Background: an optimization exercise with open tools, aiming at small area, a short achievable clock period and few clock cycles per item. Do not read the settings as production practice. RTL that was checked went through simulation tests only; none was proved equivalent to the original. No activity file was given, so power comes from the tool's default toggle rates.

==> flow/design.v (excerpt) <==
module bin2BCD(
    input           clk,
    input           rst,
    input           en,
    input   [11:0]  bin_d_in,
    output  [15:0]  bcd_d_out,
    output          rdy
    );
==> module bin2BCD, before the edit <==
module bin2BCD(
    input           clk,
    input           rst,
    input           en,
    input   [11:0]  bin_d_in,
    output  [15:0]  bcd_d_out,
    output          rdy
    );
    function [3:0] add3;
        input [3:0] d;
        reg o3;
        begin
            o3 = d[3] | (d[2] & (d[1] | d[0]));
            add3[3] = o3;
            add3[2] = (d[2] & ~d[1] & ~d[0]) | (d[3] & d[0]);
            add3[1] = (d[3] & ~d[0]) | (d[1] & ~d[2]) | (d[1] & d[0]);
            add3[0] = d[0] ^ o3;
        end
    endfunction
    function [27:0] step;
        input [27:0] x;
        begin
            step = {add3(x[27:24]), add3(x[23:20]), add3(x[19:16]), add3(x[15:12]), x[11:0]} << 1;
        end
    endfunction
    reg  [27:0] s1, s2;
    reg  [18:6] mid;
    reg         result_rdy;
    integer i;
    always @(*) begin
        s1 = {16'b0, bin_d_in};
        for (i = 0; i < 6; i = i + 1)
            s1 = step(s1);
    end
    always @(posedge clk) begin
        mid        <= s1[18:6];
        result_rdy <= en & ~rst;
    end
    always @(*) begin
        s2 = 28'b0;
        s2[18:6] = mid;
        for (i = 6; i < 12; i = i + 1)
            s2 = step(s2);
    end
    assign bcd_d_out = s2[27:12];
    assign rdy       = result_rdy;
endmodule
make LEC_CHECK=0 ABC_AREA=1 CAP_MARGIN=20 CORE_MARGIN=2 CORE_UTILIZATION=40 SLEW_MARGIN=20 finish   # period 5.0 ns
run.sh (not shown) runs the stock make flow with config.mk's settings and CLKGATE_MAP_FILE= SYNTH_SCRIPT=/design/flow/synth_recipe.tcl, a recipe that flattens the netlist after the stock synthesis.
==> next run, changes <==
--- a/flow/design.v
+++ b/flow/design.v
@@ -25,22 +25,22 @@
         end
     endfunction
     reg  [27:0] s1, s2;
-    reg  [18:6] mid;
+    reg  [26:12] mid;
     reg         result_rdy;
     integer i;
     always @(*) begin
         s1 = {16'b0, bin_d_in};
-        for (i = 0; i < 6; i = i + 1)
+        for (i = 0; i < 12; i = i + 1)
             s1 = step(s1);
     end
     always @(posedge clk) begin
-        mid        <= s1[18:6];
+        mid        <= s1[26:12];
         result_rdy <= en & ~rst;
     end
     always @(*) begin
         s2 = 28'b0;
-        s2[18:6] = mid;
-        for (i = 6; i < 12; i = i + 1)
+        s2[26:12] = mid;
+        for (i = 12; i < 12; i = i + 1)
             s2 = step(s2);
     end
     assign bcd_d_out = s2[27:12];
- The new run produced a clean layout
- final area increases by 2.6%
- first-iteration DRC count goes up by 13%
- die area grows by 3.6%
- maximum frequency increases by 0.93%
- critical path depth climbs by 14
- count of clock-buffer cells in the layout decreases by 1
- total power is lower by 16%
No functional check of the RTL was part of any run of this note.

The RTL this note starts from:
==> flow/design.v <==
`timescale 1ns / 1ps
module bin2BCD(
    input           clk,
    input           rst,
    input           en,
    input   [11:0]  bin_d_in,
    output  [15:0]  bcd_d_out,
    output          rdy
    );
    function [3:0] add3;
        input [3:0] d;
        reg o3;
        begin
            o3 = d[3] | (d[2] & (d[1] | d[0]));
            add3[3] = o3;
            add3[2] = (d[2] & ~d[1] & ~d[0]) | (d[3] & d[0]);
            add3[1] = (d[3] & ~d[0]) | (d[1] & ~d[2]) | (d[1] & d[0]);
            add3[0] = d[0] ^ o3;
        end
    endfunction
    function [27:0] step;
        input [27:0] x;
        begin
            step = {add3(x[27:24]), add3(x[23:20]), add3(x[19:16]), add3(x[15:12]), x[11:0]} << 1;
        end
    endfunction
    reg  [27:0] s1, s2;
    reg  [21:8] mid;
    reg         result_rdy;
    integer i;
    always @(*) begin
        s1 = {16'b0, bin_d_in};
        for (i = 0; i < 8; i = i + 1)
            s1 = step(s1);
    end
    always @(posedge clk) begin
        mid        <= s1[21:8];
        result_rdy <= en & ~rst;
    end
    always @(*) begin
        s2 = 28'b0;
        s2[21:8] = mid;
        for (i = 8; i < 12; i = i + 1)
            s2 = step(s2);
    end
    assign bcd_d_out = s2[27:12];
    assign rdy       = result_rdy;
endmodule
clock: 5.0 ns
lec_check: 0
abc_area: 1
cap_margin: 20
core_margin: 2
core_utilization: 40
slew_margin: 20
Then changed:
--- a/flow/design.v
+++ b/flow/design.v
@@ -22,27 +22,27 @@
         input [27:0] x;
         begin
             step = {add3(x[27:24]), add3(x[23:20]), add3(x[19:16]), add3(x[15:12]), x[11:0]} << 1;
         end
     endfunction
     reg  [27:0] s1, s2;
-    reg  [21:8] mid;
+    reg  [24:10] mid;
     reg         result_rdy;
     integer i;
     always @(*) begin
         s1 = {16'b0, bin_d_in};
-        for (i = 0; i < 8; i = i + 1)
+        for (i = 0; i < 10; i = i + 1)
             s1 = step(s1);
     end
     always @(posedge clk) begin
-        mid        <= s1[21:8];
+        mid        <= s1[24:10];
         result_rdy <= en & ~rst;
     end
     always @(*) begin
         s2 = 28'b0;
-        s2[21:8] = mid;
-        for (i = 8; i < 12; i = i + 1)
+        s2[24:10] = mid;
+        for (i = 10; i < 12; i = i + 1)
             s2 = step(s2);
     end
     assign bcd_d_out = s2[27:12];
     assign rdy       = result_rdy;
 endmodule
=>
- The changed run finished with timing, DRC and antenna clean
- final area is lower by 0.81%
- final cell count came out lower by about 1.7%
- setup slack gains 0.18 ns
- sequential share of layout area came out higher by 1.3 points
- utilization came out lower by 0.44 points
- hold slack is worse by 0.012 ns
- first-iteration DRC count decreases by about 13%
- critical path depth rose by 2
- via count falls by 2.8%
- synthesized area came out lower by 0.47%
Testbench counts after the change, summed over its fixed seeds: cycles 8,000, items 4,000.
Function not checked in the first run of this note: the RTL went through the layout flow alone.

RTL: one of the versions met above, not the one the previous note started from.
Size: ~16 flip-flops, roughly 32 I/O pins, roughly 1300 µm² of cells after synthesis.
==> module bin2BCD, before the edit <==
module bin2BCD(
    input           clk,
    input           rst,
    input           en,
    input   [11:0]  bin_d_in,
    output  [15:0]  bcd_d_out,
    output          rdy
    );
    function [3:0] add3;
        input [3:0] d;
        reg o3;
        begin
            o3 = d[3] | (d[2] & (d[1] | d[0]));
            add3[3] = o3;
            add3[2] = (d[2] & ~d[1] & ~d[0]) | (d[3] & d[0]);
            add3[1] = (d[3] & ~d[0]) | (d[1] & ~d[2]) | (d[1] & d[0]);
            add3[0] = d[0] ^ o3;
        end
    endfunction
    function [27:0] step;
        input [27:0] x;
        begin
            step = {add3(x[27:24]), add3(x[23:20]), add3(x[19:16]), add3(x[15:12]), x[11:0]} << 1;
        end
    endfunction
    reg  [27:0] s1, s2;
    reg  [24:10] mid;
    reg         result_rdy;
    integer i;
    always @(*) begin
        s1 = {16'b0, bin_d_in};
        for (i = 0; i < 10; i = i + 1)
            s1 = step(s1);
    end
    always @(posedge clk) begin
        mid        <= s1[24:10];
        result_rdy <= en & ~rst;
    end
    always @(*) begin
        s2 = 28'b0;
        s2[24:10] = mid;
        for (i = 10; i < 12; i = i + 1)
            s2 = step(s2);
    end
    assign bcd_d_out = s2[27:12];
    assign rdy       = result_rdy;
endmodule
Settings: LEC_CHECK=0, ABC_AREA=1, CAP_MARGIN=20, CORE_MARGIN=2, CORE_UTILIZATION=40, SLEW_MARGIN=20; clock period 5.0 ns.
standard.sh (not shown) runs the stock make flow with config.mk's settings and CLKGATE_MAP_FILE= SYNTH_SCRIPT=/design/flow/synth_recipe.tcl, a recipe that flattens the netlist after the stock synthesis.
==> flow/flow/run.sh <==
#!/bin/bash
# Standard ORFS layout, with the smallest buffer (buf_1) as the port buffer.
set -euo pipefail
export BUFFER_PORTS_ARGS="-buffer_cell sky130_fd_sc_hd__buf_1"
bash standard.sh finish > flow_make.log 2>&1
Testbench counts at the start, summed over its fixed seeds: cycles 8,000, items 4,000.
Change:
==> flow/design.v (replaced) <==
`timescale 1ns / 1ps
module bin2BCD(
    input           clk,
    input           rst,
    input           en,
    input   [11:0]  bin_d_in,
    output  [15:0]  bcd_d_out,
    output          rdy
    );
    function [5:0] step;
        input [4:0] r;
        input       b;
        begin
            step[5] = r[4] | r[3] | (r[2] & b);
            step[0] = b ? r[2] : r[0];
            step[1] = b ? r[0] : r[3];
            step[2] = b ? r[3] : r[1];
            step[3] = b ? r[1] : r[4];
            step[4] = b ? r[4] : r[2];
        end
    endfunction
    function [2:0] bin3;
        input [4:0] r;
        bin3 = {r[4], r[3] | r[2], r[3] | r[1]};
    endfunction
    reg  [10:0] q0;
    reg  [4:0]  r0;
    integer i;
    always @(*) begin
        r0 = 5'b00001;
        for (i = 10; i >= 0; i = i - 1)
            {q0[i], r0} = step(r0, bin_d_in[i + 1]);
    end
    reg  [8:0]  q0_q;     
    reg  [3:0]  units;
    reg         result_rdy;
    always @(posedge clk) begin
        q0_q       <= q0[8:0];
        units      <= {bin3(r0), bin_d_in[0]};
        result_rdy <= en & ~rst;
    end
    reg  [7:0]  q1;       
    reg  [4:0]  r1;
    reg  [4:0]  q2;       
    reg  [4:0]  r2;
    always @(*) begin
        r1 = 5'b00001;
        for (i = 7; i >= 0; i = i - 1)
            {q1[i], r1} = step(r1, q0_q[i + 1]);
        r2 = 5'b00001;
        for (i = 4; i >= 0; i = i - 1)
            {q2[i], r2} = step(r2, q1[i + 1]);
    end
    assign bcd_d_out = {1'b0, q2[2:0], bin3(r2), q1[0], bin3(r1), q0_q[0], units};
    assign rdy       = result_rdy;
endmodule
What happened:
- The new run ran to the end with no violations
- cell area rose by 18%
- wire length climbs by 52%
- worst setup slack is worse by 0.18 ns
- critical path depth drops by 1
- count of clock-buffer cells in the layout is unchanged
Only the layout flow was run in the second run of this note; the RTL was not checked for function there.

-- static timing again, ports no longer ideal --
No port has a modelled driver above. Below, the same layouts with a new extraction and two added sets of constraints.
Step 1 (the two cells are an assumption about what drives the block):
set clk [get_ports {clk}]
set_driving_cell -lib_cell sky130_fd_sc_hd__clkbuf_16 $clk
set_driving_cell -lib_cell sky130_fd_sc_hd__buf_2 [delete_from_list [all_inputs] $clk]
Step 2 times the ports against the registers' clock, not the clock port: input delays grow and output delays shrink by t, the midpoint of the rising clock arrivals with the driver on.
a / b / c = ideal ports / drivers / drivers and shift; a / b = the first two.
run	shift t [ns]	setup WS [ns]	worst setup path at the end	worst slew at a driven data input, ns
the first run of note 1	0.295	0.872 / 0.854 / 1.149	register to output	0.03
the second run of note 1	0.288	0.910 / 0.909 / 0.621	input to register	0.04
the first run of note 2	0.287	1.427 / 1.407 / 1.694	register to output	0.04
the second run of note 2	0.301	1.604 / 1.598 / 1.297	input to register	0.04
the first run of note 3	0.298	2.033 / 2.035 / 1.736	input to register	0.03
the second run of note 3	0.261	1.854 / 1.831 / 2.092	register to output	0.03
After both steps every run listed still meets setup and hold. For the second run of note 2, which loses most, drivers alone change the setup slack by -0.006 ns; drivers and shift together by -0.307 ns.
